Context: an optimization exercise on an open-source flow, tuned for small area. The choices shown serve that exercise and are no tape-out recipe.
In this exercise RTL edits were held to simulation tests only and were not proved equivalent to the original.
No activity file was given, so power comes from the tool's default toggle rates.

==> flow/design.v (outline; a module is shown in full before it is edited, if it fits) <==
// module ALU: 615 lines
// module c_a21oi: 3 lines
// module c_a222oi: 3 lines
// module c_and3: 3 lines
// module c_inv: 3 lines
// module c_nand2: 3 lines
// module c_nor2: 3 lines
// module c_nor4: 3 lines
// module c_o211ai: 3 lines
// module c_o21ai: 3 lines
// module c_o22ai: 3 lines
// module c_xnor2: 3 lines
// module c_xor2: 3 lines
module ALU (
  input wire clk,
  input wire reset,
  input wire [3:0] ALUop,
  input wire [31:0] rs1,
  input wire [31:0] rs2,
  input wire [13:0] imm,
  input wire [4:0] SA,
  input wire ALUEnable,
  output wire [31:0] result,
  output wire zero
);
  // ...
==> flow/flow/run.sh <==
#!/bin/bash
# The standard layout, with two changes: every logic cell starts from its smallest size before
# floorplanning (repair sizes up where timing needs it), and the port buffers are the smallest
# buffer cell. Each step's full output is in the logs of orfs/logs and in synth.log/layout.log.
set -euo pipefail
W=$(pwd)
bash standard.sh synth > synth.log 2>&1
bash standard.sh "PRE_FLOORPLAN_TCL=$W/flow/downsize.tcl" \
  'BUFFER_PORTS_ARGS=-buffer_cell sky130_fd_sc_hd__buf_1' finish > layout.log 2>&1
==> flow/flow/downsize.tcl <==
# Before floorplanning: every logic cell at its smallest drive strength. The flow's repair
# steps size up again where timing needs it. Flip-flops, clock cells and ties stay as they are.
set db [ord::get_db]
set n 0
foreach inst [[ord::get_db_block] getInsts] {
  set m [[$inst getMaster] getName]
  if { ![regexp {^(sky130_fd_sc_hd__([a-z0-9]+))_([0-9]+)$} $m -> base kind sz] } { continue }
  if { $sz <= 1 } { continue }
  if { [regexp {^(df|dl|sdf|edf|sedf|clk|conb|tap|fill|decap|diode|lpflow)} $kind] } { continue }
  foreach cand [list ${base}_1 ${base}_0] {
    if { [$db findMaster $cand] != "NULL" && [llength [get_lib_cells -quiet */$cand]] > 0 } {
      replace_cell [$inst getName] $cand
      incr n
      break
    }
  }
}
puts "downsize: $n cells set to their smallest size"
==> flow/standard.sh <==
#!/bin/bash
# synth_recipe.tcl (not shown) runs the flow's synth.tcl, then flattens the netlist and writes it again
# the make line also repeats each setting of config.mk as NAME=value (left out here)
make -C /OpenROAD-flow-scripts/flow DESIGN_CONFIG=/design/flow/config.mk WORK_HOME=/design/flow/orfs CLKGATE_MAP_FILE= SYNTH_SCRIPT=/design/flow/synth_recipe.tcl "${@:-finish}"
==> flow/config.mk <==
export PLATFORM = sky130hd
export DESIGN_NAME = ALU
export DESIGN_NICKNAME = ALU
export VERILOG_FILES = /design/flow/design.v
export SDC_FILE = /design/flow/constraint.sdc
export NUM_CORES = 4
export LEC_CHECK = 0
export CAP_MARGIN = 0
export CORE_MARGIN = 2
export CORE_UTILIZATION = 45
export CTS_BUF_LIST = sky130_fd_sc_hd__clkbuf_4
export GPL_TIMING_DRIVEN = 1
export SLEW_MARGIN = 0
export SYNTH_HIERARCHICAL = 1
==> flow/constraint.sdc <==
create_clock -name core_clock -period 5.5 [get_ports {clk}]
set_input_delay 1.1000 -clock core_clock [delete_from_list [all_inputs] [get_ports {clk}]]
set_output_delay 1.1000 -clock core_clock [all_outputs]
set_load 0.01 [all_outputs]
==> metrics.log, run 1 <==
[metrics] run status: timing/DRC/antenna clean
[metrics] Clock Buffer Count: 5
[metrics] met3 routing resource usage after global routing: 7.611%
[metrics] number of violations reported at the end of detailed-routing iteration 0: 1065
[metrics] wire length on met3: approximately 2900 um
[metrics] switching share of power: between 50 and 60%
[metrics] Power Dens Cells: between 200 and 300 nW/um^2
[metrics] leading cell types in the layout, fill and taps excluded: o22ai_1, buf_1, nand2_1
[metrics] first-pass GRT wire length: 33260 um
[metrics] Num CTS Buffers: 5
[metrics] number of violations of the max-capacitance limit: 0
[metrics] area of the placeable core: between 9000 and 10000 sq um
[metrics] share of the core filled with cells: 55.39%
[metrics] flip-flop and latch share of the layout cell area: 15.57%
[metrics] leakage power: 0.001763 uW
[metrics] critical path's most frequent cell: a21oi_1
[metrics] via/cell ratio: around 7
[metrics] worst path required time: ~5700 ps
[metrics] Worst Hold Endpoint: zero_reg
[metrics] number of non-clock buffers: 144
[metrics] routed length on met2: about 9500 um
[metrics] Clk. pwr: 141 uW
[metrics] Post-Syn Instances: about 650
[metrics] multi-input gates: about 600
[metrics] area of the multi-input gates: 3691 sq um
[metrics] number of ordinary inverters in the final layout: 21
[metrics] Worst setup EP type: flop
[metrics] number of levels the H-tree was split into: 2
[metrics] die outline width: about 110 um
[metrics] Max Clk Rate: 198.5 MHz
[metrics] worst hold-check slack: roughly 540 ps
[metrics] largest net degree at the start of global routing: 35
[metrics] Post-CTS Resized: 0
[metrics] post-CTS setup-driven buffer insertion count: 0
[metrics] biggest area consumer among cell classes: multi-input combinational cells
[metrics] wire per inst: 23.77 um
[metrics] final period demand of the worst path: 5038 ps
[metrics] Initial Utilization: 46.59%
==> inputs of run 2 (changes only) <==
==> flow/flow/run.sh (replaced) <==
#!/bin/bash
# The standard layout, with three changes: every logic cell starts from its smallest size before
# floorplanning (repair sizes up where timing needs it), the port buffers are the smallest
# buffer cell, and clock tree synthesis adds no dummy loads. Each step's full output is in the
# logs of orfs/logs, and make's output in synth.log and layout.log.
set -euo pipefail
W=$(pwd)
bash standard.sh synth > synth.log 2>&1
bash standard.sh "PRE_FLOORPLAN_TCL=$W/flow/downsize.tcl" \
  'BUFFER_PORTS_ARGS=-buffer_cell sky130_fd_sc_hd__buf_1' \
  'CTS_ARGS=-sink_clustering_enable -repair_clock_nets -buf_list {sky130_fd_sc_hd__clkbuf_4 sky130_fd_sc_hd__clkbuf_8} -dont_use_dummy_load' \
  finish > layout.log 2>&1
--- a/flow/config.mk
+++ b/flow/config.mk
@@ -6,9 +6,8 @@
 export NUM_CORES = 4
 export LEC_CHECK = 0
-export CAP_MARGIN = 0
+export CAP_MARGIN = 20
 export CORE_MARGIN = 2
 export CORE_UTILIZATION = 45
-export CTS_BUF_LIST = sky130_fd_sc_hd__clkbuf_4
 export GPL_TIMING_DRIVEN = 1
-export SLEW_MARGIN = 0
+export SLEW_MARGIN = 20
 export SYNTH_HIERARCHICAL = 1
==> metrics.log, run 2 <==
[metrics] peak fanout along the critical path: 12 (unchanged)
[metrics] crit path setup slack, layout: 568.4 ps (was 461.6 ps)
[metrics] post-route total power: 1498 uW (was 1470 uW)
[metrics] grt ovf: 0 (unchanged)
[metrics] final count of negative-setup-slack endpoints: 0 (unchanged)
[metrics] launching element type of the critical path: input port (unchanged)
[metrics] pre-CTS WS: 241.8 ps (unchanged)
[metrics] number of violations reported at the end of detailed-routing iteration 0: 1166 (was 1065)
[metrics] Clock Path Buffers: 2 (unchanged)
[metrics] Net Switching: 753.6 uW (was 760.8 uW)
[metrics] die outline width: 105.1 um (unchanged)
[metrics] via/cell ratio: 7.093 (was 7.052)
[metrics] overall routing resource usage: 38.46% (was 38.53%)
[metrics] count of inserted antenna diode cells: 0 (unchanged)
[metrics] RSZ-0062 raised after global routing: false (unchanged)
[metrics] number of nets with antenna violations after detailed routing: 0 (unchanged)
[metrics] number of rows in the core area: 36 (unchanged)
[metrics] Worst setup EP type: flop (unchanged)
[metrics] number of violations of the max-capacitance limit: 0 (unchanged)
[metrics] weighted congestion at the end of routability-driven global placement: 0.9960 (unchanged)
[metrics] actual slew at the worst max-slew pin: 991.4 ps (was 1346 ps)
[metrics] Tcrit/Tclk final: 89.66% (was 91.61%)
[metrics] first-pass GRT wire length: 33160 um (was 33260 um)
[metrics] Power Dens Cells: 273.0 nW/um^2 (was 269.0 nW/um^2)
[metrics] clock-pin slew on the worst setup and hold paths: 80 ps (was 120 ps)
[metrics] antenna violations before repair: 0 (unchanged)
[metrics] leakage power: 0.001771 uW (was 0.001763 uW)
[metrics] arrival time reported for the critical path endpoint: 5070 ps (was 5250 ps)
[metrics] path class of the lowest-slack min-delay path: flop to flop (unchanged)
[metrics] final period demand of the worst path: 4932 ps (was 5038 ps)
[metrics] I/O pins: 123 (unchanged)
[metrics] combinational group share of total power: 63.9% (was 65.0%)
[metrics] leading cell types in the layout, fill and taps excluded: o22ai_1, buf_1, nand2_1 (unchanged)
[metrics] number of levels the H-tree was split into: 2 (unchanged)
[metrics] number of flip-flops under the largest register name: 32 (unchanged)
[metrics] sequential share of power: 24.9% (was 25.4%)
[metrics] count of input and output buffers: 122 (unchanged)
[metrics] number of filler instances in the final layout: 960 (was 964)
[metrics] area of the placeable core: 9864 sq um (unchanged)
[metrics] Placed Cells incl. Taps: 920 (unchanged)
[metrics] area of the multi-input gates: 3700 sq um (was 3691 sq um)
[metrics] switching share of power: 50.31% (was 51.76%)
[metrics] iteration count of the initial detailed-routing pass: 10 (was 11)
[metrics] wire per inst: 23.89 um (was 23.77 um)
[metrics] final-report max-slew violation count: 0 (unchanged)
[metrics] total wire length: 22100 um (was 22060 um)
[metrics] Clock Power Share: 11.1% (was 9.6%)
[metrics] most common cell after layout, fill and taps aside: o22ai_1 (unchanged)
[metrics] Initial Utilization: 46.59% (unchanged)
[metrics] sequential cell area in the final layout: 850.8 sq um (unchanged)
[metrics] clock tree from TritonCTS: built (unchanged)
[metrics] Post-Syn Instances: 645 (unchanged)
[metrics] sink count of the clock tree: 34 (unchanged)
[metrics] half-perimeter wire length of the detailed placement result: 18050 um (unchanged)
[metrics] final-layout setup total negative slack: 0 ps (unchanged)
[metrics] die extent in y: 105.1 um (unchanged)
[metrics] share of cells above drive strength 1: 4.672% (was 4.403%)
[metrics] number of global-route vias before repair: 5842 (was 5885)
[metrics] Crit Path Class: input port to flop (unchanged)
[metrics] library cell used as clock root buffer: clkbuf_8 (was clkbuf_4)
[metrics] number of synthesis warnings: 7 (unchanged)
[metrics] Die Outline Area: 11040 sq um (unchanged)
[metrics] syn nets: 735 (unchanged)
[metrics] maximum clock skew at final layout: 0 ps (unchanged)
[metrics] Max Clk Rate: 202.8 MHz (was 198.5 MHz)
[metrics] number of nets in the layout: 884 (unchanged)
[metrics] largest net degree at the start of global routing: 35 (unchanged)
[metrics] Num CTS Buffers: 5 (unchanged)
[metrics] worst path required time: 5640 ps (was 5710 ps)
[metrics] vias: 6561 (was 6544)
[metrics] Clock Latency Late Sink: 270 ps (was 340 ps)
[metrics] Relative slew margins: 33.83% (was 10.24%)
[metrics] run status: timing/DRC/antenna clean (unchanged)
[metrics] Hold Violations, Final: 0 (unchanged)
[metrics] post-layout instance count excluding filler cells: 925 (was 928)
[metrics] cell-internal power: 744.4 uW (was 709.0 uW)
[metrics] DRC viols: 0 (unchanged)
[metrics] IR Drop Worst-Case VDD: 0.1097 mV (was 0.1354 mV)
==> run 2: worst paths after layout <==
path                       startpoint    endpoint  depth (start not counted)  slack (ps)
max                          ALUop[0]  reg_rd[31]                         20         570
min                          zero_reg    zero_reg                          2         540
max reg2reg                 reg_rd[2]   reg_rd[2]                          2        4380
min reg2reg                  zero_reg    zero_reg                          2         540
max in group asynchronous       reset   reg_rd[2]                          3        4280
min in group asynchronous       reset  reg_rd[21]                          3         870
==> run 2: routing by layer <==
metal | up-vias | global-route usage (%) | share of wire, %
li1 | 2918 | - | -
met1 | 3002 | 54.10 | 40
met2 | 565 | 59.74 | 43
met3 | 76 | 6.613 | 14
met4 | 0 | 12.00 | 3.3
met5 | - | 0 | 0
==> run 2: cell type report <==
cell class	count	area share (%)
repair buffers	144	11.35
flip-flops and latches	34	15.50
multi-input cells	588	67.42
clock buffers	5	1.254
inverters	21	1.436
well taps	133	3.032
==> run 2: what timing repair did <==
item	CTS	global route
setup buffers	0	0
endpoints found under the setup margin	0	1
resized for setup	0	1
hold buffers	0	0
==> run 2: stage by stage <==
step / util [%] / instance area [sq um] / hold slack [ps]
after floorplan: - / 4603 / 473.0
after global placement: 54.85 / 5410 / 507.0
after detailed placement: 54.85 / 5410 / 518.0
after CTS: 55.54 / 5479 / 539.8
after global routing: 55.63 / 5488 / 568.4
final: 55.63 / 5488 / 535.8
==> run 2: critical path, stage by stage <==
cell and delay, ps:
buf_1 160, nor2_1 270, nand2_1 150, a21oi_2 350, inv_1 120, o21ai_2 320, xnor2_1 220, xnor2_1 320
nor2_1 110, a21oi_1 150, o21ai_1 70, a21oi_1 200, inv_1 110, a21oi_2 280, o21ai_1 200, a21oi_1 260
o21ai_1 140, xnor2_1 150, a222oi_1 270, o211ai_1 140
==> run 2: power by group through the flow <==
| stage | Clock [uW] | Combinational, uW | Sequential (uW) |
|---|---|---|---|
| 6_report | 167 | 958 | 373 |
| 4_1_cts | 167 | 924 | 369 |
| 2_1_floorplan | 0 | 592 | 381 |
| 5_1_grt | 175 | 1020 | 376 |
| 3_3_place_gp | 0 | 913 | 371 |
| 3_5_place_dp | 0 | 919 | 374 |

==> what the ideal ports hide <==
The flow's constraints put no driver on any port. The routed layouts listed below were extracted and timed again, unchanged, in two steps.
Step 1, drivers: a clkbuf_16 drives clk and a buf_2 each remaining input, both assumed.
Step 2 also shifts input and output timing later by t, the mid clock arrival at the registers, as if the neighbouring blocks saw the same clock.
Slacks: ideal ports / drivers / drivers and shift; pairs: ideal ports / drivers.
| run | t, ns | setup WS [ns] | hold WS [ns] | cell pins on the clock port's net |
|---|---|---|---|---|
| run 1 | 0.368 | 0.462 / 0.457 / 0.089 | 0.543 / 0.543 / 0.543 | 1 |
| run 2 | 0.308 | 0.568 / 0.565 / 0.257 | 0.536 / 0.536 / 0.536 | 1 |
After both steps setup and hold are still met in every run listed. The setup slack of run 1, which loses most, moves by -0.005 ns with the drivers and by -0.373 ns with both steps.
